Background: an optimization exercise with open tools, aiming at small area. Do not read the settings as production practice.
At most, simulation tests tie the RTL to the original design; equivalence was not proved.
Only the layout flow was run in run 2; the RTL was not checked for function there.
No activity file was given, so power comes from the tool's default toggle rates.

File: design.v
module UART_tx (
  input logic clk,
  input logic rst_n,          
  input logic trmt,           
  input logic [7:0] tx_data,  
  output logic tx_done,       
  output logic TX             
);
	logic [11:0] baud_cnt;
	logic [3:0] bit_cnt;
	logic trans, shift, init;
	wire [11:0] baud_inc;
	wire [3:0] bit_inc;
	rca #(12) iBI(.a(baud_cnt), .b(12'h000), .ci(1'b1), .s(baud_inc), .co());
	rca #(4) iCI(.a(bit_cnt), .b(4'h0), .ci(1'b1), .s(bit_inc), .co());
	assign init = ~trans & trmt;
	assign shift = (baud_cnt == 12'hA2C);
	always_ff @(posedge clk, negedge rst_n)
		if (!rst_n)
			trans <= 1'b0;
		else if (init)
			trans <= 1'b1;
		else if (bit_cnt == 4'd10)
			trans <= 1'b0;
	always_ff @(posedge clk) begin
		if (init || shift)
			baud_cnt <= 12'h000;
		else if (trans && bit_cnt != 4'd10)
			baud_cnt <= baud_inc;
	end
	always_ff @(posedge clk) begin
		if (init)
			bit_cnt <= 4'h0;
		else if (shift)
			bit_cnt <= bit_inc;
	end
	always_comb begin
		TX = 1'b1;
		if (trans)
			case (bit_cnt)
				4'd0: TX = 1'b0;
				4'd1: TX = tx_data[0];
				4'd2: TX = tx_data[1];
				4'd3: TX = tx_data[2];
				4'd4: TX = tx_data[3];
				4'd5: TX = tx_data[4];
				4'd6: TX = tx_data[5];
				4'd7: TX = tx_data[6];
				4'd8: TX = tx_data[7];
				default: TX = 1'b1;
			endcase
	end
	assign tx_done = 1'b0;
endmodule
module UART_rcv (
  input logic clk,
  input logic rst_n,    
  input logic RX,       
  input logic clr_rdy,  
  output logic rdy,     
  output logic [7:0] rx_data  
);
	logic init, receiving, shift, set_rdy;
	logic [8:0] rx_shift_reg;
	logic [11:0] baud_cnt;
	logic [3:0] bit_cnt;
	logic RX_q1, RX_q2;
	logic rec;
	wire [11:0] baud_dec;
	wire [3:0] bit_inc;
	rca #(12) iBD(.a(baud_cnt), .b(12'hFFF), .ci(1'b0), .s(baud_dec), .co());
	rca #(4) iCI(.a(bit_cnt), .b(4'h0), .ci(1'b1), .s(bit_inc), .co());
	assign init = ~rec & ~RX_q2;
	assign set_rdy = rec & (bit_cnt == 4'd10);
	assign receiving = rec & (bit_cnt != 4'd10);
	always_ff @(posedge clk, negedge rst_n)
		if (!rst_n)
			rec <= 1'b0;
		else if (init)
			rec <= 1'b1;
		else if (set_rdy)
			rec <= 1'b0;
	always_ff @(posedge clk, negedge rst_n) begin
		if (!rst_n) begin
			RX_q1 <= 1'b1;
			RX_q2 <= 1'b1;
		end else begin
			RX_q1 <= RX;
			RX_q2 <= RX_q1;
		end
	end
	always_ff @(posedge clk)
		if (shift)
			rx_shift_reg <= {RX_q2, rx_shift_reg[8:1]};
	assign rx_data = rx_shift_reg[7:0];
	always_ff @(posedge clk) begin
		if (init)
			baud_cnt <= 12'h516;
		else if (shift)
			baud_cnt <= 12'hA2C;
		else if (receiving)
			baud_cnt <= baud_dec;
	end
	assign shift = ~|baud_cnt;
	always_ff @(posedge clk) begin
		if (init)
			bit_cnt <= 4'h0;
		else if (shift)
			bit_cnt <= bit_inc;
	end
	always_ff @(posedge clk, negedge rst_n)
		if (!rst_n)
			rdy <= 1'b0;
		else if (set_rdy)
			rdy <= 1'b1;
		else if (init | clr_rdy)
			rdy <= 1'b0;
endmodule
module UART(
  input wire clk,rst_n,
  input wire RX,trmt,
  input wire clr_rx_rdy,
  input wire [7:0] tx_data,
  output wire TX,rx_rdy,tx_done,
  output wire [7:0] rx_data
);
  UART_tx iTX(.clk(clk), .rst_n(rst_n), .TX(TX), .trmt(trmt),
          .tx_data(tx_data), .tx_done(tx_done));
  UART_rcv iRX(.clk(clk), .rst_n(rst_n), .RX(RX), .rdy(rx_rdy),
              .clr_rdy(clr_rx_rdy), .rx_data(rx_data));
endmodule
`default_nettype none
module UART_comm (
  input wire logic clk, rst_n,   
  input wire logic RX,           
  input wire logic send_resp,    
  input wire logic [7:0] resp,   
  input wire logic clr_cmd_rdy,  
  output wire logic TX,         
  output wire logic resp_sent,  
  output reg cmd_rdy,           
  output reg [2:0] op,          
  output wire [15:0] data       
);
  wire [7:0] rx_data;
  wire rx_rdy;
  reg [7:0] data_hi;
  reg [1:0] state;
  UART iUART(.clk(clk), .rst_n(rst_n), .RX(RX), .TX(TX), .tx_data(resp), .trmt(send_resp),
            .tx_done(resp_sent), .rx_data(rx_data), .rx_rdy(rx_rdy), .clr_rx_rdy(rx_rdy));
  wire capture_high = rx_rdy & ~state[0] & ~state[1];
  wire capture_mid  = rx_rdy & state[0];
  wire set_cmd_rdy  = rx_rdy & state[1];
  always_ff @(posedge clk)
    if (capture_high)
      case (rx_data)
        8'h02: op <= 3'd1;
        8'h03: op <= 3'd2;
        8'h04: op <= 3'd3;
        8'h05: op <= 3'd4;
        8'h06: op <= 3'd5;
        8'h07: op <= 3'd6;
        default: op <= 3'd0;
      endcase
  always_ff @(posedge clk)
    if (capture_mid)
      data_hi <= rx_data;
  assign data = {data_hi, rx_data};
  always_ff @(posedge clk, negedge rst_n) begin
    if (!rst_n)
      cmd_rdy <= 1'b0;
    else if (clr_cmd_rdy | capture_high)
      cmd_rdy <= 1'b0;
    else if (set_cmd_rdy)
      cmd_rdy <= 1'b1;
  end
  always_ff @(posedge clk, negedge rst_n) begin
    if (!rst_n)
      state <= 2'd0;
    else if (rx_rdy)
      state <= {state[0], ~state[0] & ~state[1]};
  end
endmodule
module cmd_cfg
#(parameter FAST_SIM = 1)
(
  input wire clk, rst_n,
  input wire cmd_rdy,
  input wire [2:0] op,
  input wire [15:0] data,
  input wire cal_done,
  input wire init,         
  output wire clr_cmd_rdy,
  output wire [7:0] resp,
  output wire send_resp,
  output reg [15:0] d_ptch, d_roll, d_yaw,
  output reg [8:0] thrst,
  output wire strt_cal,
  output wire inertial_cal,
  output reg motors_off
);
  localparam INTERP = 2'd0, WAIT_MTR_RAMP = 2'd1, WAIT_CAL_DONE = 2'd2, RESP = 2'd3;
  reg [1:0] state;
  reg [8:0] tmr;
  wire [8:0] tmr_inc;
  rca #(9) iTI(.a(tmr), .b(9'h000), .ci(1'b1), .s(tmr_inc), .co());
  wire go = (state == INTERP) & cmd_rdy;
  wire emer = go & (op == 3'd6);
  wire cal = go & (op == 3'd5);
  wire tmr_full = &tmr;
  assign clr_cmd_rdy = go;
  assign resp = 8'hA5;
  assign send_resp = (state == RESP);
  assign strt_cal = (state == WAIT_MTR_RAMP) & tmr_full;
  assign inertial_cal = (state == WAIT_MTR_RAMP) | ((state == WAIT_CAL_DONE) & ~cal_done) | cal;
  always_ff @(posedge clk)
    if (init | emer)
      d_ptch <= 16'h0000;
    else if (go & (op == 3'd1))
      d_ptch <= data;
  always_ff @(posedge clk)
    if (init | emer)
      d_roll <= 16'h0000;
    else if (go & (op == 3'd2))
      d_roll <= data;
  always_ff @(posedge clk)
    if (init | emer)
      d_yaw <= 16'h0000;
    else if (go & (op == 3'd3))
      d_yaw <= data;
  always_ff @(posedge clk)
    if (init | emer)
      thrst <= 9'h000;
    else if (go & (op == 3'd4))
      thrst <= data[8:0];
  always_ff @(posedge clk)
    if (cal)
      tmr <= 9'h000;
    else
      tmr <= tmr_inc;
  always_ff @(posedge clk, negedge rst_n)
    if (!rst_n)
      motors_off <= 1'b1;
    else if (go & (op == 3'd0))
      motors_off <= 1'b1;
    else if (inertial_cal)
      motors_off <= 1'b0;
  always_ff @(posedge clk, negedge rst_n)
    if (!rst_n)
      state <= INTERP;
    else case (state)
      INTERP: if (cmd_rdy) state <= (op == 3'd5) ? WAIT_MTR_RAMP : RESP;
      WAIT_MTR_RAMP: if (tmr_full) state <= WAIT_CAL_DONE;
      WAIT_CAL_DONE: if (cal_done) state <= RESP;
      default: state <= INTERP;
    endcase
endmodule
module ESC_interface_pipeline (
  input wire clk,
  input wire rst_n,
  input wire wrt,           
  input wire wrt_ff,
  input wire [12:0] kq,
  input wire kr0,
  input wire [10:0] SPEED,
  output reg PWM
);
  reg [11:0] spd;
  reg zero;    
  always_ff @(posedge clk, negedge rst_n)
    if (!rst_n)
      spd <= 12'd3378;
    else if (wrt)
      spd <= {1'b0, SPEED};
  always_ff @(posedge clk)
    zero <= ~wrt_ff & kr0 & (kq == {1'b0, spd});
  always_ff @(posedge clk, negedge rst_n) begin
    if (!rst_n)
      PWM <= 1'b0;
    else if (zero)
      PWM <= 1'b0;
    else if (wrt_ff)
      PWM <= 1'b1;
  end
endmodule
module ESCs (
  input wire clk, rst_n,
  input wire [10:0] frnt_spd,
  input wire [10:0] bck_spd,
  input wire [10:0] lft_spd,
  input wire [10:0] rght_spd,
  input wire motors_off,
  input wire wrt,
  output wire frnt,
  output wire bck,
  output wire lft,
  output wire rght,
  output wire kmatch
);
  reg wrt_ff;
  reg [12:0] kq;
  reg [1:0] kr;
  always_ff @(posedge clk, negedge rst_n)
    if (!rst_n)
      wrt_ff <= 1'b0;
    else
      wrt_ff <= wrt;
  wire [12:0] kq_inc;
  rca #(13) iKI(.a(kq), .b(13'h0000), .ci(1'b1), .s(kq_inc), .co());
  assign kmatch = (kr == 2'd0) && (kq == 13'd3378);
  always_ff @(posedge clk, negedge rst_n)
    if (!rst_n) begin
      kq <= 13'd3378;
      kr <= 2'd1;
    end else if (wrt_ff) begin
      kq <= 13'd3378;
      kr <= 2'd1;
    end else if (kr == 2'd2) begin
      kq <= kq_inc;
      kr <= 2'd0;
    end else if (kr == 2'd0 && kq == 13'd5461) begin
      kq <= 13'd0;
      kr <= 2'd0;
    end else
      kr <= kr + 2'd1;
  ESC_interface_pipeline frntESC(.clk(clk), .rst_n(rst_n), .wrt(wrt), .wrt_ff(wrt_ff), .kq(kq), .kr0(kr == 2'd0),
              .SPEED(motors_off ? 11'h000 : frnt_spd), .PWM(frnt));
  ESC_interface_pipeline bckESC(.clk(clk), .rst_n(rst_n), .wrt(wrt), .wrt_ff(wrt_ff), .kq(kq), .kr0(kr == 2'd0),
              .SPEED(motors_off ? 11'h000 : bck_spd), .PWM(bck));
  ESC_interface_pipeline lftESC(.clk(clk), .rst_n(rst_n), .wrt(wrt), .wrt_ff(wrt_ff), .kq(kq), .kr0(kr == 2'd0),
              .SPEED(motors_off ? 11'h000 : lft_spd), .PWM(lft));
  ESC_interface_pipeline rghtESC(.clk(clk), .rst_n(rst_n), .wrt(wrt), .wrt_ff(wrt_ff), .kq(kq), .kr0(kr == 2'd0),
              .SPEED(motors_off ? 11'h000 : rght_spd), .PWM(rght));
endmodule
module PD_math_pipeline (
  input wire clk,
  input wire init,            
  input wire hold,            
  input wire wr,              
  input wire [15:0] desired,
  input wire [15:0] actual,
  output wire signed [11:0] dterm,
  output wire signed [9:0] pterm
);
  wire [16:0] err;
  rca #(17) iE(.a({actual[15],actual}), .b(~{desired[15],desired}), .ci(1'b1), .s(err), .co());
  wire [9:0] err_sat = (err[16]) ?
            ((&err[15:9] == 0) ? 10'h200 : err[9:0]) :
            ((|err[15:9]) ? 10'h1ff : err[9:0]);
  reg [9:0] err_sat_ff;
  reg [6:0] D_diff_sat_ff;
  reg [109:0] ring;
  reg [9:0] prev11;
  always_ff @(posedge clk)
    if (!hold)
      err_sat_ff <= err_sat;
  always_ff @(posedge clk)
    ring <= {init ? 10'h000 : wr ? err_sat_ff : ring[9:0], ring[109:10]};
  always_ff @(posedge clk)
    if (init)
      prev11 <= 10'h000;
    else if (wr)
      prev11 <= ring[9:0];
  wire [9:0] D_diff;
  rca #(10) iD(.a(err_sat_ff), .b(~prev11), .ci(1'b1), .s(D_diff), .co());
  wire [6:0] D_diff_sat = (D_diff[9]) ?
              ((&D_diff[8:6] == 0) ? 7'h40 : D_diff[6:0]) :
              ((|D_diff[8:6]) ? 7'h3f : D_diff[6:0]);
  always_ff @(posedge clk)
    D_diff_sat_ff <= D_diff_sat;
  wire [11:0] d12 = {{5{D_diff_sat_ff[6]}}, D_diff_sat_ff};
  rca #(12) iDT(.a({d12[8:0], 3'b000}), .b(~d12), .ci(1'b1), .s(dterm), .co());
  rca #(10) iPT(.a({err_sat_ff[9], err_sat_ff[9:1]}), .b({{3{err_sat_ff[9]}}, err_sat_ff[9:3]}), .ci(1'b0), .s(pterm), .co());
endmodule
`default_nettype none
module flght_cntrl_pipeline(
  input wire clk,
  input wire rst_n,
  input wire init,
  input wire vld,
  input wire inertial_cal,
  input wire signed [15:0] d_ptch, d_roll, d_yaw,
  input wire signed [15:0] ptch, roll, yaw,
  input wire [8:0] thrst,
  output wire [10:0] frnt_spd,
  output wire [10:0] bck_spd,
  output wire [10:0] lft_spd,
  output wire [10:0] rght_spd
);
  localparam CAL_SPEED = 11'h290;
  localparam MIN_RUN_SPEED = 13'h2C0;
  wire [9:0] ptch_pterm, roll_pterm, yaw_pterm;
  wire [11:0] ptch_dterm, roll_dterm, yaw_dterm;
  reg [3:0] rot, oldest;
  reg pend;
  wire wr = pend & (rot == oldest);
  wire [3:0] rot_inc, oldest_inc;
  rca #(4) iRI(.a(rot), .b(4'h0), .ci(1'b1), .s(rot_inc), .co());
  rca #(4) iOI(.a(oldest), .b(4'h0), .ci(1'b1), .s(oldest_inc), .co());
  always_ff @(posedge clk)
    rot <= (rot[3] & rot[1]) ? 4'd0 : rot_inc;
  always_ff @(posedge clk)
    if (init)
      oldest <= 4'd0;
    else if (wr)
      oldest <= (oldest[3] & oldest[1]) ? 4'd0 : oldest_inc;
  always_ff @(posedge clk)
    if (init)
      pend <= 1'b0;
    else if (vld)
      pend <= 1'b1;
    else if (wr)
      pend <= 1'b0;
  PD_math_pipeline iPTCH(.clk(clk),.init(init),.hold(pend),.wr(wr),.desired(d_ptch),.actual(ptch),.pterm(ptch_pterm),.dterm(ptch_dterm));
  PD_math_pipeline iROLL(.clk(clk),.init(init),.hold(pend),.wr(wr),.desired(d_roll),.actual(roll),.pterm(roll_pterm),.dterm(roll_dterm));
  PD_math_pipeline iYAW(.clk(clk),.init(init),.hold(pend),.wr(wr),.desired(d_yaw),.actual(yaw),.pterm(yaw_pterm),.dterm(yaw_dterm));
  wire [12:0] tp, tr, ty, base, bx, by, frnt_sum, bck_sum, lft_sum, rght_sum;
  rca #(13) iTP(.a({{3{ptch_pterm[9]}},ptch_pterm}), .b({ptch_dterm[11],ptch_dterm}), .ci(1'b0), .s(tp), .co());
  rca #(13) iTR(.a({{3{roll_pterm[9]}},roll_pterm}), .b({roll_dterm[11],roll_dterm}), .ci(1'b0), .s(tr), .co());
  rca #(13) iTY(.a({{3{yaw_pterm[9]}},yaw_pterm}), .b({yaw_dterm[11],yaw_dterm}), .ci(1'b0), .s(ty), .co());
  rca #(13) iBA(.a(MIN_RUN_SPEED), .b({4'b0000,thrst}), .ci(1'b0), .s(base), .co());
  rca #(13) iBX(.a(base), .b(~ty), .ci(1'b1), .s(bx), .co());
  rca #(13) iBY(.a(base), .b(ty), .ci(1'b0), .s(by), .co());
  rca #(13) iSF(.a(bx), .b(~tp), .ci(1'b1), .s(frnt_sum), .co());
  rca #(13) iSB(.a(bx), .b(tp), .ci(1'b0), .s(bck_sum), .co());
  rca #(13) iSL(.a(by), .b(~tr), .ci(1'b1), .s(lft_sum), .co());
  rca #(13) iSR(.a(by), .b(tr), .ci(1'b0), .s(rght_sum), .co());
  reg [10:0] frnt_sat, bck_sat, lft_sat, rght_sat;
  always_ff @(posedge clk) begin
    frnt_sat <= (|frnt_sum[12:11]) ? 11'h7ff : frnt_sum[10:0];
    bck_sat <= (|bck_sum[12:11]) ? 11'h7ff : bck_sum[10:0];
    lft_sat <= (|lft_sum[12:11]) ? 11'h7ff : lft_sum[10:0];
    rght_sat <= (|rght_sum[12:11]) ? 11'h7ff : rght_sum[10:0];
  end
  assign frnt_spd = (inertial_cal) ? CAL_SPEED : frnt_sat;
  assign bck_spd = (inertial_cal) ? CAL_SPEED : bck_sat;
  assign lft_spd = (inertial_cal) ? CAL_SPEED : lft_sat;
  assign rght_spd = (inertial_cal) ? CAL_SPEED : rght_sat;
endmodule
`default_nettype none
module SPI_mnrch (
  input wire logic clk,     
  input wire logic rst_n,   
  output      logic SS_n,  
  output      logic SCLK,  
  output      logic MOSI,  
  input  wire logic MISO,  
  input  wire logic wrt,  
  input  wire logic [15:0] wt_data,  
  output      reg done,  
  output      logic [15:0] rd_data  
);
  logic [4:0] bit_cntr;
  logic init, ld_SCLK, shft, set_done, done16;
  logic [3:0] SCLK_div;
  logic [15:0] shft_reg;
  typedef enum reg[1:0] {IDLE, TRANS, TEARDOWN} state_t;
  state_t state, nxt_state;
  wire [4:0] bit_inc;
  wire [3:0] div_inc;
  rca #(5) iBI(.a(bit_cntr), .b(5'h00), .ci(1'b1), .s(bit_inc), .co());
  rca #(4) iDI(.a(SCLK_div), .b(4'h0), .ci(1'b1), .s(div_inc), .co());
  always_ff @(posedge clk) begin
    if (init) begin
      bit_cntr <= 5'b00000;
    end else if (shft) begin
      bit_cntr <= bit_inc;
    end
  end
  assign done16 = (bit_cntr[4]) ? 1'b1 : 1'b0;
  always_ff @(posedge clk, negedge rst_n) begin
    if (!rst_n) begin
      SCLK_div <= 4'b1011;
    end else if (ld_SCLK) begin
      SCLK_div <= 4'b1011;
    end else begin
      SCLK_div <= div_inc;
    end
  end
  assign SCLK = SCLK_div[3];
  assign shft = (SCLK_div == 4'h9) ? 1'b1 : 1'b0;
  always_ff @(posedge clk) begin
    if (init) begin
      shft_reg <= wt_data;
    end else if (shft) begin
      shft_reg <= {shft_reg[14:0], MISO};
    end
  end
  assign MOSI = shft_reg[15];
  assign rd_data = shft_reg;
  always_ff @(posedge clk, negedge rst_n) begin
    if (!rst_n)
      state <= IDLE;
    else
      state <= nxt_state;
  end
  always_comb begin
    init = 1'b0;
    set_done = 1'b0;
    SS_n = 1'b0;
    ld_SCLK = 1'b0;
    nxt_state = state;
    case(state)
      TRANS: if (done16) begin
          nxt_state = TEARDOWN;
        end else begin
          nxt_state = TRANS;
        end
      TEARDOWN: if (&SCLK_div[3:1]) begin
          nxt_state = IDLE;
          SS_n = 1'b1;
          set_done = 1'b1;
        end else begin
          nxt_state = TEARDOWN;
        end
      default: begin
        SS_n = 1'b1;
        ld_SCLK = 1'b1;
        if (wrt) begin
          init = 1'b1;
          nxt_state = TRANS;
        end else begin
          nxt_state = IDLE;
        end
        end
    endcase
  end
  always_ff @(posedge clk, negedge rst_n) begin
    if (!rst_n) begin
      done <= 1'b0;
    end else if (init) begin
      done <= 1'b0;
    end else if (set_done) begin
      done <= 1'b1;
    end
  end
endmodule
module inertial_integrator(clk,rst_n,init,strt_cal,cal_done,vld,ptch_rt,roll_rt,yaw_rt,
                           acc_byte,axl,axh,ayl,ptch,roll,yaw);
parameter FAST_SIM = 1;
input wire clk, rst_n;
input wire init;                  
input wire strt_cal;
input wire vld;                   
input wire [15:0] ptch_rt, roll_rt, yaw_rt;
input wire [7:0] acc_byte;        
input wire axl, axh, ayl;         
output wire cal_done;
output wire signed [15:0] ptch, roll, yaw;
  localparam IDLE = 2'd0, CALIBRATING = 2'd1, RUNNING = 2'd2;
  reg [1:0] state;
  reg [3:0] smpl_cntr;
  reg v1, v2, v3, v4, c2, c3;
  reg gp, gr;
  reg [16:0] ptch_g, roll_g;        
  reg [19:0] ax_acc, ay_acc;
  reg [3:0] avg_cntr;
  reg [3:0] mcnt;
  wire [26:0] ptch_int, roll_int, yaw_int;
  wire calibrating = (state == CALIBRATING);
  wire running = state[1];
  assign cal_done = calibrating & (smpl_cntr == 4'd8);
  wire clr = (strt_cal & (state == IDLE)) | cal_done;
  always_ff @(posedge clk, negedge rst_n)
    if (!rst_n)
      state <= IDLE;
    else if (strt_cal & ~calibrating)
      state <= CALIBRATING;
    else if (cal_done)
      state <= RUNNING;
  wire [3:0] smpl_inc;
  rca #(4) iSI(.a(smpl_cntr), .b(4'h0), .ci(1'b1), .s(smpl_inc), .co());
  always_ff @(posedge clk)
    if (strt_cal & ~calibrating)
      smpl_cntr <= 4'd0;
    else if (calibrating & vld)
      smpl_cntr <= smpl_inc;
  wire [14:0] dp, dr;
  rca #(15) iCP(.a({ptch_int[26],ptch_int[26:13]}), .b(~{{3{ptch_g[11]}},ptch_g[11:0]}), .ci(1'b1), .s(dp), .co());
  rca #(15) iCR(.a({roll_int[26],roll_int[26:13]}), .b(~{{3{roll_g[11]}},roll_g[11:0]}), .ci(1'b1), .s(dr), .co());
  always_ff @(posedge clk) begin
    v1 <= vld;
    v2 <= v1;
    c2 <= v1 & running;
    gp <= dp[14];
    gr <= dr[14];
    v3 <= v2 & ~clr;
    c3 <= c2;
    v4 <= v3 & ~clr;
  end
  integ_axis #(1) iP(.clk(clk), .init(init), .clr(clr), .v1(v1), .v2(v2), .v3(v3), .v4(v4),
                     .fus_en(c2), .gt(gp), .comp_en(c3), .rt(ptch_rt), .cal_done(cal_done), .int_q(ptch_int));
  integ_axis #(1) iR(.clk(clk), .init(init), .clr(clr), .v1(v1), .v2(v2), .v3(v3), .v4(v4),
                     .fus_en(c2), .gt(gr), .comp_en(c3), .rt(roll_rt), .cal_done(cal_done), .int_q(roll_int));
  integ_axis #(0) iY(.clk(clk), .init(init), .clr(clr), .v1(v1), .v2(v2), .v3(v3), .v4(v4),
                     .fus_en(1'b0), .gt(1'b0), .comp_en(c3), .rt(yaw_rt), .cal_done(cal_done), .int_q(yaw_int));
  wire c15 = &avg_cntr;
  wire cap = (avg_cntr == 4'd0);
  wire [3:0] avg_inc;
  rca #(4) iAI(.a(avg_cntr), .b(4'h0), .ci(1'b1), .s(avg_inc), .co());
  always_ff @(posedge clk)
    if (init)
      avg_cntr <= 4'd0;
    else if (vld)
      avg_cntr <= avg_inc;
  wire [19:0] acc_add = axl | ayl ? {12'h000, acc_byte} : {{4{acc_byte[7]}}, acc_byte, 8'h00};
  wire [19:0] ax_sum, ay_sum;
  rca #(20) iAX(.a(ax_acc), .b(acc_add), .ci(1'b0), .s(ax_sum), .co());
  rca #(20) iAY(.a(ay_acc), .b(acc_add), .ci(1'b0), .s(ay_sum), .co());
  wire mlast = (mcnt == 4'd13);
  always_ff @(posedge clk)
    if (init | mlast)
      ax_acc <= 20'd0;
    else if ((axl | axh) & ~c15)
      ax_acc <= ax_sum;
  always_ff @(posedge clk)
    if (init | mlast)
      ay_acc <= 20'd0;
    else if ((ayl | vld) & ~c15)
      ay_acc <= ay_sum;
  wire [3:0] mcnt_inc;
  rca #(4) iMI(.a(mcnt), .b(4'h0), .ci(1'b1), .s(mcnt_inc), .co());
  always_ff @(posedge clk)
    if (init | mlast)
      mcnt <= 4'd0;
    else if (v2 & cap)
      mcnt <= 4'd1;
    else if (mcnt != 4'd0)
      mcnt <= mcnt_inc;
  reg mbit;
  always_comb
    case (mcnt)
      4'd1, 4'd2, 4'd3, 4'd7, 4'd9: mbit = 1'b1;
      default: mbit = 1'b0;
    endcase
  wire mfirst = (mcnt == 4'd1);
  wire [17:0] gp_in = mfirst ? 18'd0 : {ptch_g[16], ptch_g};
  wire [17:0] gr_in = mfirst ? 18'd0 : {roll_g[16], roll_g};
  wire [17:0] ay_m = mbit ? {{2{ay_acc[19]}}, ay_acc[19:4]} : 18'd0;
  wire [17:0] ax_m = mbit ? ~{{2{ax_acc[19]}}, ax_acc[19:4]} : 18'd0;
  wire [17:0] gp_sum, gr_sum;
  rca #(18) iGP(.a(gp_in), .b(ay_m), .ci(1'b0), .s(gp_sum), .co());
  rca #(18) iGR(.a(gr_in), .b(ax_m), .ci(mbit), .s(gr_sum), .co());
  always_ff @(posedge clk)
    if (init) begin
      ptch_g <= 17'd0;
      roll_g <= 17'd0;
    end else if (mcnt != 4'd0) begin
      ptch_g <= gp_sum[17:1];
      roll_g <= gr_sum[17:1];
    end
  assign ptch = {{2{ptch_int[26]}},ptch_int[26:13]};
  assign roll = {{2{roll_int[26]}},roll_int[26:13]};
  assign yaw = {{2{yaw_int[26]}},yaw_int[26:13]};
endmodule
module integ_axis #(parameter FUSION = 1) (
  input wire clk,
  input wire init,
  input wire clr,
  input wire v1, v2, v3, v4,
  input wire fus_en,         
  input wire gt,             
  input wire comp_en,        
  input wire [15:0] rt,
  input wire cal_done,
  output reg [26:0] int_q
);
  reg [15:0] off;
  reg cy, hs;
  wire [15:0] off_m = comp_en ? ~off : 16'hFFFF;
  wire [15:0] comp;
  rca #(16) iC(.a(rt), .b(off_m), .ci(1'b1), .s(comp), .co());
  wire [15:0] fus = fus_en ? (gt ? 16'h0800 : 16'hF800) : 16'h0000;
  wire [15:0] op = v2 ? fus : comp;
  wire [15:0] lo;
  wire [10:0] hi;
  wire lo_c;
  rca #(16) iL(.a(int_q[15:0]), .b(op), .ci(1'b0), .s(lo), .co(lo_c));
  rca #(11) iH(.a(int_q[26:16]), .b({11{hs}}), .ci(cy), .s(hi), .co());
  always_ff @(posedge clk)
    if (init | (clr & ~(FUSION & v1)))
      int_q <= 27'd0;
    else begin
      if (v2 | v3)
        int_q[15:0] <= lo;
      if (v3 | v4)
        int_q[26:16] <= hi;
    end
  always_ff @(posedge clk) begin
    cy <= lo_c;
    hs <= op[15];
  end
  always_ff @(posedge clk)
    if (cal_done)
      off <= int_q[18:3];
endmodule
module inert_intf
#(parameter FAST_SIM = 1)
(
  input wire clk, rst_n,
  input wire MISO,
  input wire INT,
  input wire strt_cal,
  input wire kmatch,      
  output wire signed [15:0] ptch,roll,yaw,
  output wire cal_done,
  output wire vld,
  output wire init,                         
  output wire SS_n,SCLK,MOSI
);
  logic INT_1, INT_2;
  logic done;
  logic [1:0] nmatch;
  reg [15:0] ptch_reg, roll_reg, yaw_reg;
  logic wrt;
  logic [15:0] cmd, inert_data;
  localparam [3:0] INIT1 = 4'd0, INIT2 = 4'd1, INIT3 = 4'd2, INIT4 = 4'd3, WAIT_DATA = 4'd4,
                   PTCH_L = 4'd5, PTCH_H = 4'd6, ROLL_L = 4'd7, ROLL_H = 4'd8, YAW_L = 4'd9,
                   YAW_H = 4'd10, AX_L = 4'd11, AX_H = 4'd12, AY_L = 4'd13, AY_H = 4'd14;
  reg [3:0] state;
  SPI_mnrch iSPI(.clk(clk),.rst_n(rst_n),.SS_n(SS_n),.SCLK(SCLK),.MISO(MISO),.MOSI(MOSI),
                 .wrt(wrt),.done(done),.rd_data(inert_data),.wt_data(cmd));
  inertial_integrator #(FAST_SIM) iINT(.clk(clk), .rst_n(rst_n), .init(init), .strt_cal(strt_cal),
                       .cal_done(cal_done), .vld(vld), .ptch_rt(ptch_reg), .roll_rt(roll_reg),
                       .yaw_rt(yaw_reg), .acc_byte(inert_data[7:0]),
                       .axl(state == AX_L && done), .axh(state == AX_H && done),
                       .ayl(state == AY_L && done),
                       .ptch(ptch), .roll(roll), .yaw(yaw));
  assign init = (state == INIT1);
  assign vld = (state == AY_H) && done;
  always_ff @(posedge clk, negedge rst_n) begin
    if (!rst_n) begin
      INT_1 <= 1'b0;
      INT_2 <= 1'b0;
    end else begin
      INT_1 <= INT;
      INT_2 <= INT_1;
    end
  end
  wire wait_done = kmatch & (&nmatch);
  always_ff @(posedge clk, negedge rst_n)
    if (!rst_n)
      nmatch <= 2'd0;
    else if (kmatch)
      nmatch <= nmatch + 2'd1;
  wire [3:0] state_inc;
  rca #(4) iSI(.a(state), .b(4'h0), .ci(1'b1), .s(state_inc), .co());
  always_ff @(posedge clk) begin
    if (done) begin
      if (state == PTCH_L) ptch_reg[7:0] <= inert_data[7:0];
      if (state == PTCH_H) ptch_reg[15:8] <= inert_data[7:0];
      if (state == ROLL_L) roll_reg[7:0] <= inert_data[7:0];
      if (state == ROLL_H) roll_reg[15:8] <= inert_data[7:0];
      if (state == YAW_L) yaw_reg[7:0] <= inert_data[7:0];
      if (state == YAW_H) yaw_reg[15:8] <= inert_data[7:0];
    end
  end
  always_comb begin
    case (state)
      INIT1: cmd = 16'h0D02;
      INIT2: cmd = 16'h1062;
      INIT3: cmd = 16'h1162;
      INIT4: cmd = 16'h1460;
      WAIT_DATA: cmd = 16'hA200;
      PTCH_L: cmd = 16'hA300;
      PTCH_H: cmd = 16'hA400;
      ROLL_L: cmd = 16'hA500;
      ROLL_H: cmd = 16'hA600;
      YAW_L: cmd = 16'hA700;
      YAW_H: cmd = 16'hA800;
      AX_L: cmd = 16'hA900;
      AX_H: cmd = 16'hAA00;
      AY_L: cmd = 16'hAB00;
      default: cmd = 16'h0000;
    endcase
  end
  assign wrt = (state == INIT1) ? wait_done :
               (state == WAIT_DATA) ? INT_2 :
               (state == AY_H) ? 1'b0 : done;
  always_ff @(posedge clk, negedge rst_n)
    if (!rst_n)
      state <= INIT1;
    else case (state)
      INIT1: if (wait_done) state <= INIT2;
      WAIT_DATA: if (INT_2) state <= PTCH_L;
      AY_H: if (done) state <= WAIT_DATA;
      default: if (done) state <= state_inc;
    endcase
endmodule
module reset_synch (
  input logic RST_n,  
  input logic clk,    
  output reg rst_n    
);
	logic q1;
	always_ff @(negedge clk, negedge RST_n) begin
		if (!RST_n) begin
			q1 <= 1'b0;
			rst_n <= 1'b0;
		end else begin
			q1 <= 1'b1;
			rst_n <= q1;
		end
	end
endmodule
`default_nettype none
module QuadCopter(
  input wire clk,    
  input wire RST_n,  
  input wire RX,     
  input wire MISO,   
  input wire INT,    
  output wire SS_n,  
  output wire SCLK,  
  output wire MOSI,  
  output wire TX,    
  output wire FRNT,  
  output wire BCK,   
  output wire LFT,   
  output wire RGHT   
);
  wire cmd_rdy;
  wire [2:0] op;
  wire [15:0] data;
  wire clr_cmd_rdy;
  wire [7:0] resp;
  wire send_resp;
  wire vld;
  wire init;
  wire kmatch;
  wire signed [15:0] ptch, roll, yaw;
  wire signed [15:0] d_ptch, d_roll, d_yaw;
  wire [8:0] thrst;
  wire rst_n;
  wire strt_cal;
  wire inertial_cal;
  wire motors_off;
  wire cal_done;
  wire [10:0] frnt_spd, bck_spd, lft_spd, rght_spd;
  localparam FAST_SIM = 1;
  UART_comm iCOMM(
    .clk(clk), .rst_n(rst_n),
    .RX(RX), .TX(TX),
    .resp(resp), .send_resp(send_resp), .resp_sent(),
    .cmd_rdy(cmd_rdy), .op(op), .data(data), .clr_cmd_rdy(clr_cmd_rdy)
  );
  cmd_cfg #(FAST_SIM) iCMD(
    .clk(clk), .rst_n(rst_n),
    .cmd_rdy(cmd_rdy), .op(op), .data(data), .clr_cmd_rdy(clr_cmd_rdy),
    .resp(resp), .send_resp(send_resp),
    .d_ptch(d_ptch), .d_roll(d_roll), .d_yaw(d_yaw), .thrst(thrst),
    .strt_cal(strt_cal), .inertial_cal(inertial_cal), .motors_off(motors_off),
    .cal_done(cal_done), .init(init)
  );
  inert_intf #(FAST_SIM) iNEMO(
    .clk(clk), .rst_n(rst_n),
    .ptch(ptch), .roll(roll), .yaw(yaw),
    .strt_cal(strt_cal), .kmatch(kmatch), .cal_done(cal_done), .vld(vld), .init(init),
    .SS_n(SS_n), .SCLK(SCLK), .MOSI(MOSI), .MISO(MISO), .INT(INT)
  );
  flght_cntrl_pipeline ifly(
    .clk(clk), .rst_n(rst_n), .init(init),
    .vld(vld),
    .d_ptch(d_ptch), .d_roll(d_roll), .d_yaw(d_yaw),
    .ptch(ptch), .roll(roll), .yaw(yaw),
    .thrst(thrst), .inertial_cal(inertial_cal),
    .frnt_spd(frnt_spd), .bck_spd(bck_spd), .lft_spd(lft_spd), .rght_spd(rght_spd)
  );
  ESCs iESC (
    .clk(clk), .rst_n(rst_n),
    .frnt_spd(frnt_spd), .bck_spd(bck_spd), .lft_spd(lft_spd), .rght_spd(rght_spd),
    .wrt(vld), .motors_off(motors_off),
    .frnt(FRNT), .bck(BCK), .lft(LFT), .rght(RGHT), .kmatch(kmatch)
  );
  reset_synch iRST (.clk(clk), .RST_n(RST_n), .rst_n(rst_n));
endmodule
module rca #(parameter N = 8) (
  input wire [N-1:0] a,
  input wire [N-1:0] b,
  input wire ci,
  output wire [N-1:0] s,
  output wire co
);
  wire [N:0] c;
  assign c[0] = ci;
  genvar i;
  generate for (i = 0; i < N; i = i + 1) begin : bit_
    assign s[i] = a[i] ^ b[i] ^ c[i];
    assign c[i+1] = (a[i] & b[i]) | (c[i] & (a[i] ^ b[i]));
  end endgenerate
  assign co = c[N];
endmodule
File: run.sh
#!/bin/bash
# synth_recipe.tcl (not shown) runs the flow's synth.tcl, then flattens the netlist and writes it again
# the make line also repeats each setting of config.mk as NAME=value (left out here)
make -C /OpenROAD-flow-scripts/flow DESIGN_CONFIG=/design/flow/config.mk WORK_HOME=/design/flow/orfs CLKGATE_MAP_FILE= SYNTH_SCRIPT=/design/flow/synth_recipe.tcl finish
File: config.mk
export PLATFORM = sky130hd
export DESIGN_NAME = QuadCopter
export DESIGN_NICKNAME = QuadCopter
export VERILOG_FILES = /design/flow/design.v
export SDC_FILE = /design/flow/constraint.sdc
export NUM_CORES = 4
export LEC_CHECK = 0
export CAP_MARGIN = 20
export CORE_MARGIN = 2
export CORE_UTILIZATION = 40
export SLEW_MARGIN = 20
File: constraint.sdc
create_clock -name core_clock -period 10.0 [get_ports {clk}]
set_input_delay 2.0000 -clock core_clock [delete_from_list [all_inputs] [get_ports {clk}]]
set_output_delay 2.0000 -clock core_clock [all_outputs]
set_load 0.01 [all_outputs]
==> impl_results.md, run 1 <==
- Status: no timing/DRC/antenna violations
- Share of cells above drive strength 1: 7.711%
- Grt met1 use: approximately 22%
- Hold worst-path end: iRST.rst_n
- Initial drt markers: 1349
- Remaining antenna violation count: 0
- Top Registers: ifly.iPTCH.ring x110, ifly.iROLL.ring x110, ifly.iYAW.ring x110
- Actual transition at the worst max-transition pin: approximately 1.0 ns
- Sequential fraction of the synthesis area: approximately 50%
- Final non-filler cell total: 5126
- Cell depth of the worst hold path: 0
- Number of unique standard cell types used by synthesis: between 70 and 80
- Final period utilization: 95.27%
- Crit path required time: 10.62 ns
- Relative slew slack: 30.22%
- Core ar.: 105600 sq um
- Count of state elements after synthesis: 979
- Overall power after layout: 8238 uW
- Worst R2R Setup Slack: approximately 0.47 ns
- Hold crit path type: reg -> reg
- Via count of the first global-routing pass: 25010
- Hold_sp: iRST.q1
- First-pass GRT wire length: 136000 um
- Final net count: 4201
- Layout-stage area growth over the synthesis result: 11.74%
- Latest clock arrival within the worst-skew pair: around 0.70 ns
- Syn nets: around 4200
- Total power divided by cell area: 172.5 nW/um^2
- Kind of capture point of the worst setup path: flip-flop
- Post-Syn Area: ~43000 sq um
- Combined area of the multi-input logic cells: 19030 sq um
- Per-instance average area after synthesis: 11.67 sq um
- TritonCTS clock tree: done
- DR vias: 24630
- Count of clock tree sinks: 979
- Number of buffers on the longest clock path: 3
- Met3 track utilization from global routing: 2.713%
- Total iterations of the first detailed-routing run: 5
- DRC violation count after routing: 0
- Most congested layer reported by global routing: met2
- Die Ht: between 300 and 400 um
- Post-synthesis cell count: 3660
- MaxCap Viol Count: 0
- Share of async-settable or async-resettable flops after synthesis: 9.704%
- Setup TNS: 0 ns
- Area post-placement: 44200 sq um
- Critical Path Fanout Max: 6
- Hold Violations, Final: 0
- Number of warning messages in the yosys log: 14
- Number of buffers inserted during clock tree synthesis: 101
- Maximum VDD drop: 112.6 uV
- Data arrival time of the critical path: between 10 and 15 ns
- Post-detailed-placement half-perimeter wirelength: 58270 um
- Static Leak: 0.01891 uW
- Post-route standard cell area excluding fillers: 47740 sq um
- Initial antenna violation count: 2
- Hold-fix buffers, CTS: 0
- Overflow after GRT: 0
- Number of fillers in the final layout: between 9000 and 10000
- Initial core utilization: approximately two fifths
- Average routed wire per standard cell: roughly 16 um
- Worst-case reg-to-reg path depth: 25
- Skew final: 0.06964 ns
- Max Clk Rate: approximately 100 MHz
- Routed via count divided by cell count: 4.804
- RR Endpoint: iNEMO.iINT.ax_acc[19]
- Number of max-slew violations in the final report: 0
- Kind of start point of the critical path: flip-flop
- Final hold slack: 0.2959 ns
- Number of buffers added on ports: 12
- Setup CP Type: reg -> reg
- Final count of negative-setup-slack endpoints: 0
- Clock slew seen by the registers of the worst setup and hold paths: 0.06 ns
- Number of enable-type register cells in the synthesized netlist: between 150 and 200
- Maximum number of pins on one net before global-route repair: 94
- Clock root cell: sky130_fd_sc_hd__clkbuf_16
- Ports placed on the boundary: 13
- Period minus WS final: 9.527 ns
- Reg2reg start: iNEMO.state[0]
- Placed cells: between 4000 and 5000
- Global Route met2 Usage: 24.90%
- Final WL: 82720 um
- GP Congestion: 0.8068
- Sequential standard cell area: around 22000 sq um
- Total Die Area: 109500 sq um
- Core Rows: about 120
- Antenna fix cells: 0
- Top_reg_cell synth: sky130_fd_sc_hd__dfxtp_1
- Maximum level of the CTS H-tree: 3
- Horizontal extent of the die: 330.8 um
- Aggregate global-route resource usage: 15.70%
[power breakdown]
group,leakage (uW),internal [uW],switching [uW],total (uW)
clock network,0.00171,2230,1610,3840
registers,0.00868,4060,46.8,4110
logic,0.00852,137,153,290
[stage by stage]
step,util [%],worst slack (ns)
global route,45.23,-0.01680
finish,45.23,0.4733
detailed placement,41.87,0.1621
global placement,41.87,0.3008
CTS,45.17,0.1102
floorplan,-,0.4404
[layout by cell type, fill, tap and decap left out, types with 41 or more instances in the layout]
master / n
sky130_fd_sc_hd__mux2i_1: 106
sky130_fd_sc_hd__xnor2_1: 78
sky130_fd_sc_hd__dfxtp_1: 721
sky130_fd_sc_hd__nand3_1: 82
sky130_fd_sc_hd__edfxtp_1: 162
sky130_fd_sc_hd__nand2_1: 367
sky130_fd_sc_hd__a21oi_1: 201
sky130_fd_sc_hd__fa_1: 391
sky130_fd_sc_hd__and2_1: 41
sky130_fd_sc_hd__a211oi_1: 51
sky130_fd_sc_hd__clkbuf_16: 105
sky130_fd_sc_hd__o21ai_0: 107
sky130_fd_sc_hd__dfrtp_1: 58
sky130_fd_sc_hd__inv_1: 350
sky130_fd_sc_hd__ha_1: 149
sky130_fd_sc_hd__nor2_1: 258
[cell type report]
type,instances,area share [%]
clock buffer,143,6.159
sequential,979,45.54
clock inverter,47,1.124
tap,1391,3.645
multi-input combinational,2162,39.87
timing repair buffer,49,0.8753
inverter,355,2.791
[synth_stat cells, types with 4 or more instances]
| library cell | n | area [sq um] |
|---|---|---|
| sky130_fd_sc_hd__buf_4 | 6 | 45.04 |
| sky130_fd_sc_hd__a2111oi_0 | 4 | 35.03 |
| sky130_fd_sc_hd__mux2i_1 | 106 | 1061 |
| sky130_fd_sc_hd__nand3_1 | 82 | 410.4 |
| sky130_fd_sc_hd__a221o_1 | 5 | 50.05 |
| sky130_fd_sc_hd__xor2_1 | 10 | 87.58 |
| sky130_fd_sc_hd__nand4b_1 | 5 | 43.79 |
| sky130_fd_sc_hd__o21ai_0 | 107 | 535.5 |
| sky130_fd_sc_hd__and3_1 | 10 | 62.56 |
| sky130_fd_sc_hd__nand2_1 | 367 | 1378 |
| sky130_fd_sc_hd__buf_2 | 35 | 175.2 |
| sky130_fd_sc_hd__buf_1 | 10 | 37.54 |
| sky130_fd_sc_hd__nand2b_1 | 25 | 156.4 |
| sky130_fd_sc_hd__nand3b_1 | 6 | 45.04 |
| sky130_fd_sc_hd__o31ai_1 | 6 | 45.04 |
| sky130_fd_sc_hd__a211oi_1 | 51 | 382.9 |
| sky130_fd_sc_hd__nor4_1 | 7 | 43.79 |
| sky130_fd_sc_hd__nor4b_1 | 5 | 43.79 |
| sky130_fd_sc_hd__and2_1 | 41 | 256.5 |
| sky130_fd_sc_hd__mux2_2 | 10 | 112.6 |
| sky130_fd_sc_hd__clkbuf_1 | 112 | 420.4 |
| sky130_fd_sc_hd__or3_1 | 21 | 131.4 |
| sky130_fd_sc_hd__dfxtp_1 | 722 | 14450 |
| sky130_fd_sc_hd__a22o_1 | 34 | 297.8 |
| sky130_fd_sc_hd__inv_1 | 352 | 1321 |
| sky130_fd_sc_hd__or2_2 | 4 | 25.02 |
| sky130_fd_sc_hd__nor3b_1 | 5 | 37.54 |
| sky130_fd_sc_hd__nand4_1 | 20 | 125.1 |
| sky130_fd_sc_hd__nor3_1 | 27 | 135.1 |
| sky130_fd_sc_hd__o21a_1 | 7 | 52.55 |
| sky130_fd_sc_hd__a31oi_1 | 4 | 25.02 |
| sky130_fd_sc_hd__dfrtp_1 | 59 | 1476 |
| sky130_fd_sc_hd__xnor2_1 | 78 | 683.2 |
| sky130_fd_sc_hd__a21boi_0 | 4 | 30.03 |
| sky130_fd_sc_hd__edfxtp_1 | 162 | 4865 |
| sky130_fd_sc_hd__ha_1 | 150 | 1877 |
| sky130_fd_sc_hd__a21o_1 | 16 | 120.1 |
| sky130_fd_sc_hd__fa_1 | 398 | 7968 |
| sky130_fd_sc_hd__o21ai_1 | 6 | 30.03 |
| sky130_fd_sc_hd__o2111ai_1 | 4 | 35.03 |
| sky130_fd_sc_hd__a21oi_1 | 201 | 1006 |
| sky130_fd_sc_hd__o22ai_1 | 4 | 25.02 |
| sky130_fd_sc_hd__dfstp_2 | 34 | 893.4 |
| sky130_fd_sc_hd__nor2b_1 | 29 | 181.4 |
| sky130_fd_sc_hd__nor2_1 | 259 | 972.2 |
[layer usage]
metal	part of all wire, %	vias up
met5	0	-
met4	2.2	0
met3	4.2	118
met2	46	351
met1	47	12270
li1	-	11890
[logic make-up (layout without fill, tap and decap cells)]
kind of cell / count (synthesis) / after routing / share of synthesized area (%)
flops: 979 / 979 / 50.88
xor+xnor: 90 / 90 / 1.909
other cells: 1 / 1 / 0.008776
fa+ha+maj: 548 / 548 / 23.04
simple gates: 929 / 929 / 9.889
buf+inv: 519 / 594 / 4.732
mux: 118 / 118 / 2.799
compound gates: 476 / 476 / 6.747
[repair_timing]
item / CTS / global route
buffers inserted: 0 / 1
hold endpoints to repair: 0 / 0
endpoints found under the setup margin: 0 / 2
gates resized for setup: 0 / 10
[how the worst max path moves through the flow]
stage / endpoint / start / slack (ns) / cells after the start
after global routing: iNEMO.iINT.ax_acc[19] / iNEMO.state[0] / -0.02 / 25
after detailed placement: iNEMO.iINT.ay_acc[19] / iNEMO.state[1] / 0.16 / 26
final: iNEMO.iINT.ax_acc[19] / iNEMO.state[0] / 0.47 / 25
after CTS: iNEMO.iINT.ay_acc[19] / iNEMO.state[1] / 0.11 / 26
after floorplan: iNEMO.iINT.ay_acc[19] / iNEMO.state[1] / 0.44 / 26
after global placement: iNEMO.iINT.ax_acc[19] / iNEMO.state[1] / 0.30 / 26
[worst max-delay path, cell delays in order (launching register included)]
cell and delay, ns:
sky130_fd_sc_hd__dfrtp_1 0.42, sky130_fd_sc_hd__ha_2 0.24, sky130_fd_sc_hd__mux2_4 0.32, sky130_fd_sc_hd__and3_1 0.21
sky130_fd_sc_hd__ha_1 0.22, sky130_fd_sc_hd__fa_1 0.42, sky130_fd_sc_hd__fa_1 0.43, sky130_fd_sc_hd__fa_1 0.43
sky130_fd_sc_hd__fa_1 0.42, sky130_fd_sc_hd__fa_1 0.42, sky130_fd_sc_hd__fa_1 0.43, sky130_fd_sc_hd__fa_2 0.38
sky130_fd_sc_hd__fa_2 0.37, sky130_fd_sc_hd__fa_2 0.37, sky130_fd_sc_hd__fa_1 0.42, sky130_fd_sc_hd__fa_1 0.42
sky130_fd_sc_hd__fa_1 0.42, sky130_fd_sc_hd__fa_1 0.42, sky130_fd_sc_hd__fa_1 0.43, sky130_fd_sc_hd__fa_1 0.43
sky130_fd_sc_hd__fa_1 0.42, sky130_fd_sc_hd__fa_1 0.42, sky130_fd_sc_hd__fa_1 0.41, sky130_fd_sc_hd__nand4b_1 0.18
sky130_fd_sc_hd__mux2i_1 0.20, sky130_fd_sc_hd__mux2i_1 0.19
==> inputs of run 2 (changes only) <==
--- a/design.v
+++ b/design.v
@@ -258,22 +258,25 @@
 module ESC_interface_pipeline (
   input wire clk,
   input wire rst_n,
-  input wire wrt,           
-  input wire wrt_ff,
+  input wire pre_wrt,       
+  input wire wrt_ff,        
   input wire [12:0] kq,
-  input wire kr0,
+  input wire en,            
+  input wire m_const,       
   input wire [10:0] SPEED,
   output reg PWM
 );
   reg [11:0] spd;
-  reg zero;    
+  reg z2, zero;    
   always_ff @(posedge clk, negedge rst_n)
     if (!rst_n)
       spd <= 12'd3378;
-    else if (wrt)
+    else if (pre_wrt)
       spd <= {1'b0, SPEED};
-  always_ff @(posedge clk)
-    zero <= ~wrt_ff & kr0 & (kq == {1'b0, spd});
+  always_ff @(posedge clk) begin
+    z2 <= m_const | (en & (kq == {1'b0, spd}));
+    zero <= z2;
+  end
   always_ff @(posedge clk, negedge rst_n) begin
     if (!rst_n)
       PWM <= 1'b0;
@@ -290,6 +293,8 @@
   input wire [10:0] lft_spd,
   input wire [10:0] rght_spd,
   input wire motors_off,
+  input wire inertial_cal,
+  input wire pre_wrt,
   input wire wrt,
   output wire frnt,
   output wire bck,
@@ -300,37 +305,48 @@
   reg wrt_ff;
   reg [12:0] kq;
   reg [1:0] kr;
+  reg mo, ic;
   always_ff @(posedge clk, negedge rst_n)
     if (!rst_n)
       wrt_ff <= 1'b0;
     else
       wrt_ff <= wrt;
+  always_ff @(posedge clk, negedge rst_n)
+    if (!rst_n) begin
+      mo <= 1'b0;
+      ic <= 1'b0;
+    end else if (wrt) begin
+      mo <= motors_off;
+      ic <= inertial_cal;
+    end
   wire [12:0] kq_inc;
   rca #(13) iKI(.a(kq), .b(13'h0000), .ci(1'b1), .s(kq_inc), .co());
-  assign kmatch = (kr == 2'd0) && (kq == 13'd3378);
+  wire kr0 = (kr == 2'd0);
+  assign kmatch = (kr == 2'd1) && (kq == 13'd3378);
   always_ff @(posedge clk, negedge rst_n)
     if (!rst_n) begin
       kq <= 13'd3378;
-      kr <= 2'd1;
+      kr <= 2'd2;
     end else if (wrt_ff) begin
       kq <= 13'd3378;
-      kr <= 2'd1;
+      kr <= 2'd2;
     end else if (kr == 2'd2) begin
       kq <= kq_inc;
       kr <= 2'd0;
-    end else if (kr == 2'd0 && kq == 13'd5461) begin
+    end else if (kr0 && kq == 13'd5461) begin
       kq <= 13'd0;
       kr <= 2'd0;
     end else
       kr <= kr + 2'd1;
-  ESC_interface_pipeline frntESC(.clk(clk), .rst_n(rst_n), .wrt(wrt), .wrt_ff(wrt_ff), .kq(kq), .kr0(kr == 2'd0),
-              .SPEED(motors_off ? 11'h000 : frnt_spd), .PWM(frnt));
-  ESC_interface_pipeline bckESC(.clk(clk), .rst_n(rst_n), .wrt(wrt), .wrt_ff(wrt_ff), .kq(kq), .kr0(kr == 2'd0),
-              .SPEED(motors_off ? 11'h000 : bck_spd), .PWM(bck));
-  ESC_interface_pipeline lftESC(.clk(clk), .rst_n(rst_n), .wrt(wrt), .wrt_ff(wrt_ff), .kq(kq), .kr0(kr == 2'd0),
-              .SPEED(motors_off ? 11'h000 : lft_spd), .PWM(lft));
-  ESC_interface_pipeline rghtESC(.clk(clk), .rst_n(rst_n), .wrt(wrt), .wrt_ff(wrt_ff), .kq(kq), .kr0(kr == 2'd0),
-              .SPEED(motors_off ? 11'h000 : rght_spd), .PWM(rght));
+  wire m_const = kr0 & ~wrt & ~wrt_ff & (mo ? (kq == 13'd0) : ic & (kq == 13'h290));
+  ESC_interface_pipeline frntESC(.clk(clk), .rst_n(rst_n), .pre_wrt(pre_wrt), .wrt_ff(wrt_ff), .kq(kq),
+              .en(kr0 & ~wrt & ~wrt_ff & ~mo & ~ic), .m_const(m_const), .SPEED(frnt_spd), .PWM(frnt));
+  ESC_interface_pipeline bckESC(.clk(clk), .rst_n(rst_n), .pre_wrt(pre_wrt), .wrt_ff(wrt_ff), .kq(kq),
+              .en(kr0 & ~wrt & ~wrt_ff & ~mo & ~ic), .m_const(m_const), .SPEED(bck_spd), .PWM(bck));
+  ESC_interface_pipeline lftESC(.clk(clk), .rst_n(rst_n), .pre_wrt(pre_wrt), .wrt_ff(wrt_ff), .kq(kq),
+              .en(kr0 & ~wrt & ~wrt_ff & ~mo & ~ic), .m_const(m_const), .SPEED(lft_spd), .PWM(lft));
+  ESC_interface_pipeline rghtESC(.clk(clk), .rst_n(rst_n), .pre_wrt(pre_wrt), .wrt_ff(wrt_ff), .kq(kq),
+              .en(kr0 & ~wrt & ~wrt_ff & ~mo & ~ic), .m_const(m_const), .SPEED(rght_spd), .PWM(rght));
 endmodule
 module PD_math_pipeline (
   input wire clk,
@@ -387,7 +403,6 @@
   output wire [10:0] lft_spd,
   output wire [10:0] rght_spd
 );
-  localparam CAL_SPEED = 11'h290;
   localparam MIN_RUN_SPEED = 13'h2C0;
   wire [9:0] ptch_pterm, roll_pterm, yaw_pterm;
   wire [11:0] ptch_dterm, roll_dterm, yaw_dterm;
@@ -425,17 +440,10 @@
   rca #(13) iSB(.a(bx), .b(tp), .ci(1'b0), .s(bck_sum), .co());
   rca #(13) iSL(.a(by), .b(~tr), .ci(1'b1), .s(lft_sum), .co());
   rca #(13) iSR(.a(by), .b(tr), .ci(1'b0), .s(rght_sum), .co());
-  reg [10:0] frnt_sat, bck_sat, lft_sat, rght_sat;
-  always_ff @(posedge clk) begin
-    frnt_sat <= (|frnt_sum[12:11]) ? 11'h7ff : frnt_sum[10:0];
-    bck_sat <= (|bck_sum[12:11]) ? 11'h7ff : bck_sum[10:0];
-    lft_sat <= (|lft_sum[12:11]) ? 11'h7ff : lft_sum[10:0];
-    rght_sat <= (|rght_sum[12:11]) ? 11'h7ff : rght_sum[10:0];
-  end
-  assign frnt_spd = (inertial_cal) ? CAL_SPEED : frnt_sat;
-  assign bck_spd = (inertial_cal) ? CAL_SPEED : bck_sat;
-  assign lft_spd = (inertial_cal) ? CAL_SPEED : lft_sat;
-  assign rght_spd = (inertial_cal) ? CAL_SPEED : rght_sat;
+  assign frnt_spd = (|frnt_sum[12:11]) ? 11'h7ff : frnt_sum[10:0];
+  assign bck_spd = (|bck_sum[12:11]) ? 11'h7ff : bck_sum[10:0];
+  assign lft_spd = (|lft_sum[12:11]) ? 11'h7ff : lft_sum[10:0];
+  assign rght_spd = (|rght_sum[12:11]) ? 11'h7ff : rght_sum[10:0];
 endmodule
 `default_nettype none
 module SPI_mnrch (
@@ -448,10 +456,11 @@
   input  wire logic wrt,  
   input  wire logic [15:0] wt_data,  
   output      reg done,  
+  output      logic set_done,  
   output      logic [15:0] rd_data  
 );
   logic [4:0] bit_cntr;
-  logic init, ld_SCLK, shft, set_done, done16;
+  logic init, ld_SCLK, shft, done16;
   logic [3:0] SCLK_div;
   logic [15:0] shft_reg;
   typedef enum reg[1:0] {IDLE, TRANS, TEARDOWN} state_t;
@@ -705,11 +714,12 @@
   output wire signed [15:0] ptch,roll,yaw,
   output wire cal_done,
   output wire vld,
+  output wire pre_vld,                      
   output wire init,                         
   output wire SS_n,SCLK,MOSI
 );
   logic INT_1, INT_2;
-  logic done;
+  logic done, set_done;
   logic [1:0] nmatch;
   reg [15:0] ptch_reg, roll_reg, yaw_reg;
   logic wrt;
@@ -719,7 +729,7 @@
                    YAW_H = 4'd10, AX_L = 4'd11, AX_H = 4'd12, AY_L = 4'd13, AY_H = 4'd14;
   reg [3:0] state;
   SPI_mnrch iSPI(.clk(clk),.rst_n(rst_n),.SS_n(SS_n),.SCLK(SCLK),.MISO(MISO),.MOSI(MOSI),
-                 .wrt(wrt),.done(done),.rd_data(inert_data),.wt_data(cmd));
+                 .wrt(wrt),.done(done),.set_done(set_done),.rd_data(inert_data),.wt_data(cmd));
   inertial_integrator #(FAST_SIM) iINT(.clk(clk), .rst_n(rst_n), .init(init), .strt_cal(strt_cal),
                        .cal_done(cal_done), .vld(vld), .ptch_rt(ptch_reg), .roll_rt(roll_reg),
                        .yaw_rt(yaw_reg), .acc_byte(inert_data[7:0]),
@@ -728,6 +738,7 @@
                        .ptch(ptch), .roll(roll), .yaw(yaw));
   assign init = (state == INIT1);
   assign vld = (state == AY_H) && done;
+  assign pre_vld = (state == AY_H) && set_done;
   always_ff @(posedge clk, negedge rst_n) begin
     if (!rst_n) begin
       INT_1 <= 1'b0;
@@ -825,7 +836,7 @@
   wire clr_cmd_rdy;
   wire [7:0] resp;
   wire send_resp;
-  wire vld;
+  wire vld, pre_vld;
   wire init;
   wire kmatch;
   wire signed [15:0] ptch, roll, yaw;
@@ -855,7 +866,7 @@
   inert_intf #(FAST_SIM) iNEMO(
     .clk(clk), .rst_n(rst_n),
     .ptch(ptch), .roll(roll), .yaw(yaw),
-    .strt_cal(strt_cal), .kmatch(kmatch), .cal_done(cal_done), .vld(vld), .init(init),
+    .strt_cal(strt_cal), .kmatch(kmatch), .cal_done(cal_done), .vld(vld), .pre_vld(pre_vld), .init(init),
     .SS_n(SS_n), .SCLK(SCLK), .MOSI(MOSI), .MISO(MISO), .INT(INT)
   );
   flght_cntrl_pipeline ifly(
@@ -869,7 +880,7 @@
   ESCs iESC (
     .clk(clk), .rst_n(rst_n),
     .frnt_spd(frnt_spd), .bck_spd(bck_spd), .lft_spd(lft_spd), .rght_spd(rght_spd),
-    .wrt(vld), .motors_off(motors_off),
+    .pre_wrt(pre_vld), .wrt(vld), .motors_off(motors_off), .inertial_cal(inertial_cal),
     .frnt(FRNT), .bck(BCK), .lft(LFT), .rght(RGHT), .kmatch(kmatch)
   );
   reset_synch iRST (.clk(clk), .RST_n(RST_n), .rst_n(rst_n));
--- a/config.mk
+++ b/config.mk
@@ -8,4 +8,7 @@
 export CAP_MARGIN = 20
 export CORE_MARGIN = 2
 export CORE_UTILIZATION = 40
+export CTS_BUF_LIST = sky130_fd_sc_hd__clkbuf_8
+export CTS_CLUSTER_DIAMETER = 60
+export CTS_CLUSTER_SIZE = 18
 export SLEW_MARGIN = 20
==> impl_results.md, run 2 <==
- Number of buffers inserted during clock tree synthesis: 73 (-28%)
- Routed via count divided by cell count: 4.794 (-0.21%)
- Sequential standard cell area: 20990 sq um (-3.5%)
- Hold-fix buffers, CTS: 0 (unchanged)
- Hold Violations, Final: 0 (unchanged)
- Library cell appearing most often on the critical path: sky130_fd_sc_hd__fa_1
- MaxCap Viol Count: 0 (unchanged)
- Aggregate global-route resource usage: 15.98% (+0.28 points)
- Clock root cell: sky130_fd_sc_hd__clkbuf_8
- Overall power after layout: 6422 uW (-22%)
- Initial antenna violation count: 1 (-1)
- Number of enable-type register cells in the synthesized netlist: 162 (unchanged)
- Syn nets: 4137 (-1.8%)
- Max Clk Rate: 106.9 MHz (+1.8%)
- Dominant cell by count in the synthesized netlist: sky130_fd_sc_hd__dfxtp_1
- GP Congestion: 0.7987 (-1.0%)
- Number of unique standard cell types used by synthesis: 73 (-7.6%)
- Crit path required time: 10.68 ns (+0.06 ns)
- Average routed wire per standard cell: 16.59 um (+2.8%)
- CP max stage cell: sky130_fd_sc_hd__dfrtp_1
- Share of the synthesized area in the top cell type: 32.65% (-1.2 points)
- Critical Path Fanout Max: 13 (+7)
- Number of fillers in the final layout: 9711 (+1.7%)
- Kind of capture point of the worst setup path: flip-flop
- Actual transition at the worst max-transition pin: 1.108 ns (+0.06522 ns)
- Horizontal extent of the die: 327.3 um (-1.1%)
- Relative slew slack: 25.86% (-4.4 points)
- Remaining antenna violation count: 0 (unchanged)
- Final net count: 4100 (-2.4%)
- Static Leak: 0.01804 uW (-4.6%)
- Share of async-settable or async-resettable flops after synthesis: 10.31% (+0.60 points)
- Total Die Area: 107200 sq um (-2.1%)
- Leading cell type in the layout, fill and taps excluded: sky130_fd_sc_hd__dfxtp_1
- Count of clock tree sinks: 941 (-3.9%)
- Period minus WS final: 9.357 ns (-0.1700 ns)
- Commonest cells after routing, fill and taps aside: sky130_fd_sc_hd__dfxtp_1, sky130_fd_sc_hd__fa_1, sky130_fd_sc_hd__inv_1
- Initial drt markers: 1301 (-3.6%)
- First-pass GRT wire length: 136200 um (+0.17%)
- Maximum level of the CTS H-tree: 3 (unchanged)
- Core ar.: 103600 sq um (-1.8%)
- Post-synthesis cell count: 3583 (-2.1%)
- Final non-filler cell total: 4976 (-2.9%)
- Setup CP Type: reg -> reg
- Overflow after GRT: 0 (unchanged)
- Status: no timing/DRC/antenna violations
- Total power divided by cell area: 143.2 nW/um^2 (-17%)
- Per-instance average area after synthesis: 11.67 sq um (about the same)
- Kind of start point of the critical path: flip-flop
- Most frequent cells after synthesis: sky130_fd_sc_hd__dfxtp_1, sky130_fd_sc_hd__fa_1, sky130_fd_sc_hd__inv_1
- Count of buffers added by post-CTS timing repair for setup: 0 (unchanged)
- Layout-stage area growth over the synthesis result: 7.240%
- Skew final: 0.09745 ns (+0.02781 ns)
- TritonCTS clock tree: done
- Number of buffers added on ports: 12 (unchanged)
- Hold crit path type: reg -> reg
- DR vias: 23860 (-3.1%)
- Data arrival time of the critical path: 10.03 ns (-0.12 ns)
- Via count of the first global-routing pass: 24630 (-1.5%)
- Combined area of the multi-input logic cells: 18880 sq um (-0.83%)
- DRC violation count after routing: 0 (unchanged)
- Number of warning messages in the yosys log: 14 (unchanged)
- Core Rows: 118 (-0.84%)
- Top Registers: ifly.iPTCH.ring x110, ifly.iROLL.ring x110, ifly.iYAW.ring x110
- Longest individual stage delay on the worst path: 0.48 ns (+0.05 ns)
- Count of state elements after synthesis: 941 (-3.9%)
- Top_reg_cell synth: sky130_fd_sc_hd__dfxtp_1
- Die Ht: 327.3 um (-1.1%)
- Final period utilization: 93.57% (-1.7 points)
- Ports placed on the boundary: 13 (unchanged)
- Initial core utilization: 40.35% (-0.13 points)
- Area post-placement: 43330 sq um (-2.0%)
- Cells taking the most area after synthesis: sky130_fd_sc_hd__dfxtp_1, sky130_fd_sc_hd__fa_1, sky130_fd_sc_hd__edfxtp_1, sky130_fd_sc_hd__ha_1, sky130_fd_sc_hd__dfrtp_1
- Placed cells: 4851 (-1.7%)
- Latest clock arrival within the worst-skew pair: 0.75 ns (+0.05 ns)
- Total iterations of the first detailed-routing run: 5 (unchanged)
- Final WL: 82550 um (-0.20%)
- Most area-hungry cell type in the Yosys netlist: sky130_fd_sc_hd__dfxtp_1
- CTS resizes: 0 (unchanged)
- Number of max-slew violations in the final report: 0 (unchanged)
- Utilization after layout: 43.27% (-2.0 points)
- Share of cells above drive strength 1: 5.869% (-1.8 points)
- Final count of negative-setup-slack endpoints: 0 (unchanged)
- Maximum number of pins on one net before global-route repair: 89 (-5.3%)
- Post-route standard cell area excluding fillers: 44850 sq um (-6.1%)
- Post-Syn Area: 41820 sq um (-2.1%)
- Post-detailed-placement half-perimeter wirelength: 57190 um (-1.9%)
- Number of buffers on the longest clock path: 3 (unchanged)
- Maximum VDD drop: 112.9 uV (+0.20%)
- Unrepaired setup endpoints after global routing: false
- Sequential fraction of the synthesis area: 50.18% (-0.69 points)
- Setup TNS: 0 ns (unchanged)
- Clock slew seen by the registers of the worst setup and hold paths: 0.11 ns (+0.05 ns)
[run 2: cell count changes after synthesis, moves of 24 or more]
cell / previous run / this run
sky130_fd_sc_hd__nand2_1: 367 / 292
sky130_fd_sc_hd__xor2_1: 10 / 57
sky130_fd_sc_hd__xnor2_1: 78 / 34
sky130_fd_sc_hd__dfxtp_1: 722 / 682
sky130_fd_sc_hd__a22o_1: 34 / 1
sky130_fd_sc_hd__a2111oi_0: 4 / 32
sky130_fd_sc_hd__a211oi_1: 51 / 27
sky130_fd_sc_hd__buf_2: 35 / 11
[run 2: worst paths after layout]
path                                         start                     to  slack [ns]  depth (start not counted)
worst max-delay path                iNEMO.state[1]  iNEMO.iINT.ax_acc[19]        0.64                         28
worst min-delay path            ifly.iYAW.ring[35]     ifly.iYAW.ring[25]        0.29                          0
worst max register to register      iNEMO.state[1]  iNEMO.iINT.ax_acc[19]        0.64                         28
worst min register to register  ifly.iYAW.ring[35]     ifly.iYAW.ring[25]        0.29                          0
max in group asynchronous                    RST_n             iRST.rst_n        3.46                          1
min in group asynchronous               iRST.rst_n    iESC.frntESC.spd[3]        5.30                          1
[run 2: worst max-delay path: cells and delay by family (launching register included)]
family                   cells  cell delay, ns
flip-flops                   1            0.48
buffers and inverters        2            0.32
multiplexers                 3            0.60
AND/OR/NAND/NOR              4            0.55
adder cells (fa/ha/maj)     19            7.34
[run 2: per-layer routing]
layer | share of wire [%] | track usage, %
met3 | 3.4 | 2.428
met1 | 47 | 22.52
met5 | 0 | 0
met2 | 47 | 25.80
met4 | 2.5 | 4.188
[run 2: power by group]
part / leakage, uW / switching [uW] / internal (uW)
Sequential: 0.00840 / 48.6 / 3910
Clock: 0.000820 / 1360 / 859
Combinational: 0.00883 / 128 / 119
[run 2: cell type report]
cell class / instances / area share, %
repair buffers: 46 / 0.8369
multi-input cells: 2122 / 42.09
clock buffers: 78 / 2.394
flip-flops and latches: 941 / 46.80
clock inverters: 46 / 0.9987
diodes: 1 / 0.005580
inverters: 362 / 3.030
well taps: 1380 / 3.850
[run 2: cells by family after synthesis]
group                    count (synthesis)  share of synthesized area, %
multiplexers                           130                         3.150
AO/OA/AOI/OAI                          469                         6.728
adder cells (fa/ha/maj)                549                         23.57
other                                    1                      0.008967
buffers and inverters                  520                         4.763
AND/OR/NAND/NOR                        880                         9.583
XOR/XNOR                                93                         2.013
flip-flops                             941                         50.18
[run 2: metrics by stage]
step	setup WS (ns)	hold slack, ns
after floorplan	1.015	0.2917
after global routing	0.1834	0.3026
after CTS	0.6122	0.2820
final	0.6433	0.2934
after detailed placement	0.6298	0.2999
after global placement	0.7919	0.2953
